From an optimization exercise on the open Yosys and OpenROAD flow, aimed at small area; shortcuts taken in it are not production practice. RTL that was checked went through simulation tests only; none was proved equivalent to the original. Power is estimated from default activity; no workload was simulated.

// rgb_led
module rgb_led(
	input  clk,
	input  rst,
	input  tick,
	output [10:0] ledc,
	output [2:0] leda
);
clock: 5.0 ns
lec_check: 0
cap_margin: 20
core_margin: 2
core_utilization: 55
cts_cluster_diameter: 100
cts_cluster_size: 20
gpl_timing_driven: 0
place_density: 0.65
slew_margin: 20
synth_hierarchical: 1
synth_minimum_keep_size: 0
run.sh (not shown) runs the stock make flow with config.mk's settings and CLKGATE_MAP_FILE= SYNTH_SCRIPT=/design/flow/synth_recipe.tcl, a recipe that flattens the netlist after the stock synthesis.
Then changed:
CORE_UTILIZATION = 65   (was 55)
CTS_CLUSTER_DIAMETER = 80   (was 100)
CTS_CLUSTER_SIZE = 24   (was 20)
PLACE_DENSITY = 0.75   (was 0.65)
After rerunning: The new run completed without violations; combinational power barely changes; wire length falls by 0.99%; synthesized cell count stays the same; area after synthesis is unchanged; final cell count went down by 3.2%; cell area went down by 0.52%; power shrinks by 0.53%.
Then changed:
CORE_UTILIZATION = 55   (was 65)
CTS_BUF_LIST = sky130_fd_sc_hd__clkbuf_8   (was default)
CTS_CLUSTER_SIZE = 14   (was 24)
PLACE_DENSITY = 0.65   (was 0.75)
Result:
- routed wire length goes up by 1.0%
- clock-buffer cell count goes up by 14
- synthesized cell count does not change
- non-clock buffer count does not change
- flip-flop and latch count stays the same
- utilization goes down by 12 points
- die area goes up by 18%
- hold slack gets worse by 6.7 ps
- first-iteration DRC count goes down by 20%
Then changed:
CORE_UTILIZATION = 60   (was 55)
CTS_BUF_LIST = default   (was sky130_fd_sc_hd__clkbuf_8)
CTS_CLUSTER_DIAMETER = 60   (was 80)
CTS_CLUSTER_SIZE = 32   (was 14)
PLACE_DENSITY = 0.7   (was 0.65)
Effect:
- clock-buffer cell count decreases by 5
- utilization increases by 7.0 points
- total power increases by about 13%
- worst setup slack gains 5.5 ps
- wire length decreases by about 1.7%
Then changed:
CORE_UTILIZATION = 55   (was 60)
CTS_BUF_LIST = sky130_fd_sc_hd__clkbuf_8   (was default)
CTS_CLUSTER_DIAMETER = 90   (was 60)
CTS_CLUSTER_SIZE = 18   (was 32)
PLACE_DENSITY = 0.65   (was 0.7)
- die area climbs by 8.9%
- fmax hardly moves
- final area drops by 2.4%
- wire length climbs by about 1.6%
- sequential power is about the same
- total power drops by 13%
- worst setup slack is about the same
- core utilization drops by 7.2 points
Then changed:
CORE_UTILIZATION = 72   (was 55)
CTS_CLUSTER_DIAMETER = 80   (was 90)
CTS_CLUSTER_SIZE = 14   (was 18)
PLACE_DENSITY = 0.8   (was 0.65)
The new run completed with no timing, DRC or antenna violations.
Fmax drops by 0.90%.
Count of clock-buffer cells in the layout climbs by 12.
Non-clock buffer count drops by 6.
Hold slack degrades by 8.4 ps.
Global-route usage climbs by 6.9 points.
Worst setup slack degrades by 44 ps.
Design area drops by 0.36%.
Sequential share of layout area climbs by 0.13 points.
Final cell count drops by 5.3%.
Wire length drops by 2.3%.

========
Setup of main:
The RTL this note starts from:
==> flow/design.v <==
`default_nettype none
module led_rca #(parameter N = 8) (
	input [N-1:0] a,
	input [N-1:0] b,
	input ci,
	output [N-1:0] s,
	output co
);
	wire [N:0] c;
	assign c[0] = ci;
	genvar i;
	generate for (i = 0; i < N; i = i + 1) begin : g
		assign s[i] = a[i] ^ b[i] ^ c[i];
		assign c[i+1] = (a[i] & b[i]) | (c[i] & (a[i] ^ b[i]));
	end endgenerate
	assign co = c[N];
endmodule
module led_cycler(
	input clk,
	input rst,
	input tick,
	input rst_d,
	input tick_d,
	input [16:0] g0,       
	input [16:0] g1,       
	input g1z,             
	output [2:0] rgb       
);
parameter SOFFSET = 0;
parameter SSTART = 0;
	localparam LO = 7;
	localparam HI = 16 - LO;
	localparam [16:0] LAST = 17'd65536 - SOFFSET;    
	localparam [15:0] K1 = SOFFSET;                   
	localparam [15:0] K2 = SOFFSET - 1;               
	reg [1:0] ph;
	reg first;    
	reg w;        
	reg done;     
	wire done_n = (g0 == LAST);
	reg [1:0] ph_n;
	reg first_n, w_n;
	always @(*) begin
		ph_n = ph;
		first_n = first;
		w_n = w;
		if (rst_d) begin
			ph_n = SSTART;
			first_n = 1'b1;
			w_n = 1'b0;
		end else if (tick_d) begin
			if (done) begin
				ph_n = (ph == 2'd2) ? 2'd0 : ph + 2'd1;
				first_n = 1'b0;
				w_n = (SOFFSET != 0);
			end else if (g1[16]) begin
				w_n = 1'b0;
			end
		end
	end
	always @(posedge clk) begin
		ph <= ph_n;
		first <= first_n;
		w <= w_n;
		done <= done_n;
	end
	wire chg = ~rst_d & tick_d & done;
	wire chg_n = ~rst & tick & done_n;
	wire [15:0] k_n = {16{~first_n}} & (w_n ? K2 : K1);
	wire [15:0] k = {16{~first}} & (w ? K2 : K1);
	reg cl_mid;
	wire [LO-1:0] l_lo;
	wire [HI-1:0] l_hi;
	wire cl_lo, cl_unused;
	led_rca #(LO) add_l_lo (g0[LO-1:0], k_n[LO-1:0], 1'b0, l_lo, cl_lo);
	led_rca #(HI) add_l_hi (g1[15:LO], k[15:LO], cl_mid, l_hi, cl_unused);
	reg [LO-1:0] u_lo, d_lo, z_lo;
	reg [HI-1:0] u_hi, d_hi, z_hi;
	reg cu_mid, cd_mid;
	wire [LO-1:0] su_lo, sd_lo;
	wire [HI-1:0] su_hi, sd_hi;
	wire cu_lo, cd_lo, cu, cd;
	led_rca #(LO) add_u_lo (u_lo, l_lo, 1'b0, su_lo, cu_lo);
	led_rca #(LO) add_d_lo (d_lo, ~l_lo, first_n, sd_lo, cd_lo);
	led_rca #(HI) add_u_hi (u_hi, l_hi, cu_mid, su_hi, cu);
	led_rca #(HI) add_d_hi (d_hi, ~l_hi, cd_mid, sd_hi, cd);
	wire lo_run = ~rst & ~chg_n;
	wire lo_rot = ~rst & chg_n;
	wire hi_run = ~rst_d & ~chg;
	wire hi_rot = ~rst_d & chg;
	always @(posedge clk) begin
		cl_mid <= cl_lo;
		cu_mid <= cu_lo;
		cd_mid <= cd_lo;
		u_lo <= {LO{lo_rot}} & z_lo | {LO{lo_run}} & su_lo;
		d_lo <= {LO{lo_rot}} & su_lo | {LO{lo_run}} & sd_lo;
		z_lo <= {LO{lo_rot}} & sd_lo | {LO{lo_run}} & z_lo;
		u_hi <= {HI{hi_rot}} & z_hi | {HI{hi_run}} & su_hi;
		d_hi <= {HI{hi_rot}} & su_hi | {HI{hi_run}} & sd_hi;
		z_hi <= {HI{hi_rot}} & sd_hi | {HI{hi_run}} & z_hi;
	end
	wire od = cd & ~(first & g1z);
	wire [2:0] is_u = {ph == 2'd0, ph == 2'd2, ph == 2'd1};    
	wire [2:0] is_d = {ph == 2'd1, ph == 2'd0, ph == 2'd2};    
	assign rgb = is_u & {3{cu}} | is_d & {3{od}};
endmodule
module rgb_led(
	input  clk,
	input  rst,
	input  tick,
	output [10:0] ledc,
	output [2:0] leda
);
	reg rst_d, tick_d;
	always @(posedge clk) begin
		rst_d <= rst;
		tick_d <= tick;
	end
	reg [16:0] g0, g1;
	always @(posedge clk) begin
		g0 <= rst ? 17'd0 : ~tick ? g0 : g0[16] ? 17'd0 : g0 + 17'd1;
		g1 <= g0;
	end
	wire g1z = ~|g1[15:0];
	wire [2:0] c0, c1, c2, c3, c4, c5, c6, c7, c8, c9, c10;
	led_cycler #(.SOFFSET(0),     .SSTART(0)) ledcyc0  (clk, rst, tick, rst_d, tick_d, g0, g1, g1z, c0);
	led_cycler #(.SOFFSET(17873), .SSTART(0)) ledcyc1  (clk, rst, tick, rst_d, tick_d, g0, g1, g1z, c1);
	led_cycler #(.SOFFSET(35746), .SSTART(0)) ledcyc2  (clk, rst, tick, rst_d, tick_d, g0, g1, g1z, c2);
	led_cycler #(.SOFFSET(53619), .SSTART(0)) ledcyc3  (clk, rst, tick, rst_d, tick_d, g0, g1, g1z, c3);
	led_cycler #(.SOFFSET(5957),  .SSTART(1)) ledcyc4  (clk, rst, tick, rst_d, tick_d, g0, g1, g1z, c4);
	led_cycler #(.SOFFSET(23830), .SSTART(1)) ledcyc5  (clk, rst, tick, rst_d, tick_d, g0, g1, g1z, c5);
	led_cycler #(.SOFFSET(41704), .SSTART(1)) ledcyc6  (clk, rst, tick, rst_d, tick_d, g0, g1, g1z, c6);
	led_cycler #(.SOFFSET(59577), .SSTART(1)) ledcyc7  (clk, rst, tick, rst_d, tick_d, g0, g1, g1z, c7);
	led_cycler #(.SOFFSET(11915), .SSTART(2)) ledcyc8  (clk, rst, tick, rst_d, tick_d, g0, g1, g1z, c8);
	led_cycler #(.SOFFSET(29788), .SSTART(2)) ledcyc9  (clk, rst, tick, rst_d, tick_d, g0, g1, g1z, c9);
	led_cycler #(.SOFFSET(47661), .SSTART(2)) ledcyc10 (clk, rst, tick, rst_d, tick_d, g0, g1, g1z, c10);
	wire [10:0] lcred = {c10[1], c9[1], c8[1], c7[1], c6[1], c5[1], c4[1], c3[1], c2[1], c1[1], c0[1]};
	wire [10:0] lcgrn = {c10[0], c9[0], c8[0], c7[0], c6[0], c5[0], c4[0], c3[0], c2[0], c1[0], c0[0]};
	wire [10:0] lcblu = {c10[2], c9[2], c8[2], c7[2], c6[2], c5[2], c4[2], c3[2], c2[2], c1[2], c0[2]};
	wire [10:0] ledir = lcred | {11{rst_d}};
	wire [10:0] ledig = lcgrn | {11{rst_d}};
	wire [10:0] ledib = lcblu | {11{rst_d}};
	reg [9:0] timer;
	reg [1:0] col;
	reg [10:0] led_out_latch;
	always @(posedge clk) begin
		if (rst) begin
			timer <= 0;
			col <= 2'd3;
			led_out_latch <= 0;
		end else begin
			timer <= timer + 1'b1;
			case (col)
				2'd3: col <= 2'd0;
				2'd0: if (timer == 0) col <= 2'd1;
				2'd1: if (timer == 0) col <= 2'd2;
				default: if (timer == 0) col <= 2'd0;
			endcase
			case (col)
				2'd1: begin
					led_out_latch[0] <= ledig[0];
					led_out_latch[1] <= ledig[1];
					led_out_latch[2] <= ledig[2];
					led_out_latch[3] <= ledig[3];
					led_out_latch[4] <= ledig[4];
					led_out_latch[5] <= ledig[5];
					led_out_latch[6] <= ledig[6];
					led_out_latch[7] <= ledir[7];
					led_out_latch[8] <= ledir[8];
					led_out_latch[9] <= ledig[9];
					led_out_latch[10] <= ledig[10];
				end
				2'd2: begin
					led_out_latch[0] <= ledib[0];
					led_out_latch[1] <= ledir[1];
					led_out_latch[2] <= ledib[2];
					led_out_latch[3] <= ledir[3];
					led_out_latch[4] <= ledib[4];
					led_out_latch[5] <= ledir[5];
					led_out_latch[6] <= ledir[6];
					led_out_latch[7] <= ledib[7];
					led_out_latch[8] <= ledib[8];
					led_out_latch[9] <= ledib[9];
					led_out_latch[10] <= ledib[10];
				end
				default: begin
					led_out_latch[0] <= ledir[0];
					led_out_latch[1] <= ledib[1];
					led_out_latch[2] <= ledir[2];
					led_out_latch[3] <= ledib[3];
					led_out_latch[4] <= ledir[4];
					led_out_latch[5] <= ledib[5];
					led_out_latch[6] <= ledib[6];
					led_out_latch[7] <= ledig[7];
					led_out_latch[8] <= ledig[8];
					led_out_latch[9] <= ledir[9];
					led_out_latch[10] <= ledir[10];
				end
			endcase
		end
	end
	assign ledc = led_out_latch;
	assign leda = {col == 2'd2, col == 2'd1, col[1] == col[0]};
endmodule  
==> flow/config.mk <==
export PLATFORM = sky130hd
export DESIGN_NAME = rgb_led
export DESIGN_NICKNAME = rgb_led
export VERILOG_FILES = /design/flow/design.v
export SDC_FILE = /design/flow/constraint.sdc
export NUM_CORES = 4
export LEC_CHECK = 0
export CAP_MARGIN = 20
export CORE_MARGIN = 2
export CORE_UTILIZATION = 55
export CTS_CLUSTER_DIAMETER = 120
export CTS_CLUSTER_SIZE = 30
export GPL_TIMING_DRIVEN = 0
export PLACE_DENSITY = 0.65
export SLEW_MARGIN = 20
==> flow/constraint.sdc <==
create_clock -name core_clock -period 5.0 [get_ports {clk}]
set_input_delay 1.0000 -clock core_clock [delete_from_list [all_inputs] [get_ports {clk}]]
set_output_delay 1.0000 -clock core_clock [all_outputs]
set_load 0.01 [all_outputs]
To summarise main: no stage aborted, but the layout did not pass its checks, failing on setup timing.
#### Input delta (the feature branch over main)
Settings: CTS_CLUSTER_DIAMETER: 120 -> unset; PLACE_DENSITY: 0.65 -> 0.6; CTS_CLUSTER_SIZE: 30 -> unset; CORE_UTILIZATION: 55 -> 40.
## What came out
- No crash in the feature branch: every stage finished, but the layout fails its final checks due to setup timing.
- From the logs: main reached the end of the flow and failed the layout checks with setup timing.
- main has a lower leakage power of the design than the feature branch.
- As of the feature branch, global-route wire length before repair had fallen by a few percent compared to main.
- The feature branch: worst setup slack 0.078 ns above main
- Comparing main and the feature branch, share of total power in combinational logic is higher on main.
- The feature branch vs. main: final routed wire length divided by cell count went down by about 12%.
- In the feature branch relative to main, wire length after detailed routing had gone down by a few percent.
- Compare main and the feature branch | final standard cell count with taps included and fillers excluded lower: main
No run of this note included a check of the RTL's function; only the layout flow was run.

========
## build 22
rgb_led, a different RTL version from the one above (not shown whole).
For scale: ~2300 cells after synthesis, roughly 31000 um^2 of cells after synthesis.
Settings: LEC_CHECK=0, CAP_MARGIN=20, CORE_MARGIN=2, CORE_UTILIZATION=72, CTS_BUF_LIST=sky130_fd_sc_hd__clkbuf_8, CTS_CLUSTER_DIAMETER=80, CTS_CLUSTER_SIZE=14, GPL_TIMING_DRIVEN=0, PLACE_DENSITY=0.8, SLEW_MARGIN=20, SYNTH_HIERARCHICAL=1, SYNTH_MINIMUM_KEEP_SIZE=0; clock period 5.0 ns.
Modified inputs, build 48 compared to build 22
-- flow/config.mk --
<<< build 22, line 10
export CORE_UTILIZATION = 72
>>> build 48, line 10
export CORE_UTILIZATION = 80
<<< build 22, line 12
export CTS_CLUSTER_DIAMETER = 80
export CTS_CLUSTER_SIZE = 14
>>> build 48, line 12
export CTS_CLUSTER_DIAMETER = 75
export CTS_CLUSTER_SIZE = 15
<<< build 22, line 15
export PLACE_DENSITY = 0.8
>>> build 48, line 15
export PLACE_DENSITY = 0.85
### Flow results
Taking build 22 as the reference, in build 48 minimum clock period increased by 0.042 ns relative to the old numbers, height of the die decreased by about 5% relative to the old numbers. Die area: build 48 < build 22. Any difference in share of the final layout cell area in sequential cells between build 22 and build 48 is small enough to ignore. The highest routing layer actually used comes out met5 in one run and met4 in the other, namely in build 48 and build 22 respectively. Compared to build 22, build 48 has power density of the placed cells 0.54% higher. The core of build 48 is more densely filled than that of build 22. Wire length after detailed routing of build 48 exceeds that of build 22 by a few percent. For the final area, build 48 came in about 0.35% lower than build 22 did. Build 48 against build 22: power has remained practically unchanged, arrival time of data at the critical path endpoint has increased. Build 48 falls short of build 22 in setup slack of the critical path after layout.
[inputs] build 88 vs build 48
-- flow/config.mk --
<<< build 48, line 10
export CORE_UTILIZATION = 80
>>> build 88, line 10
export CORE_UTILIZATION = 72
<<< build 48, line 12
export CTS_CLUSTER_DIAMETER = 75
export CTS_CLUSTER_SIZE = 15
>>> build 88, line 12
export CTS_CLUSTER_DIAMETER = 70
export CTS_CLUSTER_SIZE = 16
<<< build 48, line 15
export PLACE_DENSITY = 0.85
>>> build 88, line 15
export PLACE_DENSITY = 0.8
--- outcome ---
Re relative area of clock buffers and inverters in the final design: build 88 is 0.17 points down on build 48.
Between build 48 and build 88, the flip-flop and latch count does not differ in any meaningful way.
Per the comparison of build 88 with build 48, overall power consumption lower; final cell count higher.

========
rgb_led, a different RTL version from the one above (not shown whole).
For scale: ~2300 cells after synthesis, roughly 17 I/O pins, ~0.032 mm² of cells after synthesis.
clock: 5.0 ns
lec_check: 0
cap_margin: 20
core_margin: 2
core_utilization: 72
cts_buf_list: sky130_fd_sc_hd__clkbuf_8
cts_cluster_diameter: 70
cts_cluster_size: 16
gpl_timing_driven: 0
place_density: 0.8
slew_margin: 20
synth_hierarchical: 1
synth_minimum_keep_size: 0
Change:
CTS_CLUSTER_DIAMETER = 80   (was 70)
CTS_CLUSTER_SIZE = 14   (was 16)
Outcome: The new run finished clean; hold slack is about the same; non-clock buffer count does not change; area after synthesis stays the same; routed wire length climbs by 0.36%; setup slack got worse by 0.017 ns; final area stays flat; fmax falls by 0.35%; power climbs by about 1.1%; clock power climbs by about 4%.

==> static timing again, ports no longer ideal <==
No port has a modelled driver above. Below, the same layouts with a new extraction and two added sets of constraints.
Step 1 sets driving cells, clkbuf_16 on the clock port and buf_2 on the other inputs (assumed; they add their load-dependent delay and slew).
Step 2 adds t to the input delays and takes it off the output delays; t is the mean of the earliest and latest rising clock arrival at the registers after step 1. Input paths then give back, and output paths get back, about the clock's delay inside the block.
Three values: ideal ports, drivers, drivers and shift; two values: the first two.
| run | shift t [ns] | setup WS [ns] | worst slew at a driven data input, ns |
|---|---|---|---|
| the first run of note 1 | 0.645 | 0.143 / 0.143 / 0.143 | 0.04 |
| the second run of note 1 | 0.639 | 0.103 / 0.103 / 0.103 | 0.03 |
| the third run of note 1 | 0.739 | 0.144 / 0.144 / 0.144 | 0.04 |
| the fourth run of note 1 | 0.658 | 0.150 / 0.150 / 0.150 | 0.04 |
| the fifth run of note 1 | 0.712 | 0.150 / 0.150 / 0.150 | 0.04 |
| the sixth run of note 1 | 0.738 | 0.106 / 0.106 / 0.106 | 0.05 |
| main | 0.684 | -0.163 / -0.163 / -0.163 | 0.03 |
| the feature branch | 0.679 | -0.085 / -0.085 / -0.085 | 0.03 |
| build 22 | 0.730 | 0.161 / 0.161 / 0.161 | 0.03 |
| build 48 | 0.728 | 0.119 / 0.119 / 0.119 | 0.07 |
| build 88 | 0.715 | 0.191 / 0.191 / 0.191 | 0.03 |
| the first run of note 4 | 0.725 | 0.123 / 0.123 / 0.123 | 0.03 |
| the second run of note 4 | 0.731 | 0.106 / 0.106 / 0.106 | 0.03 |
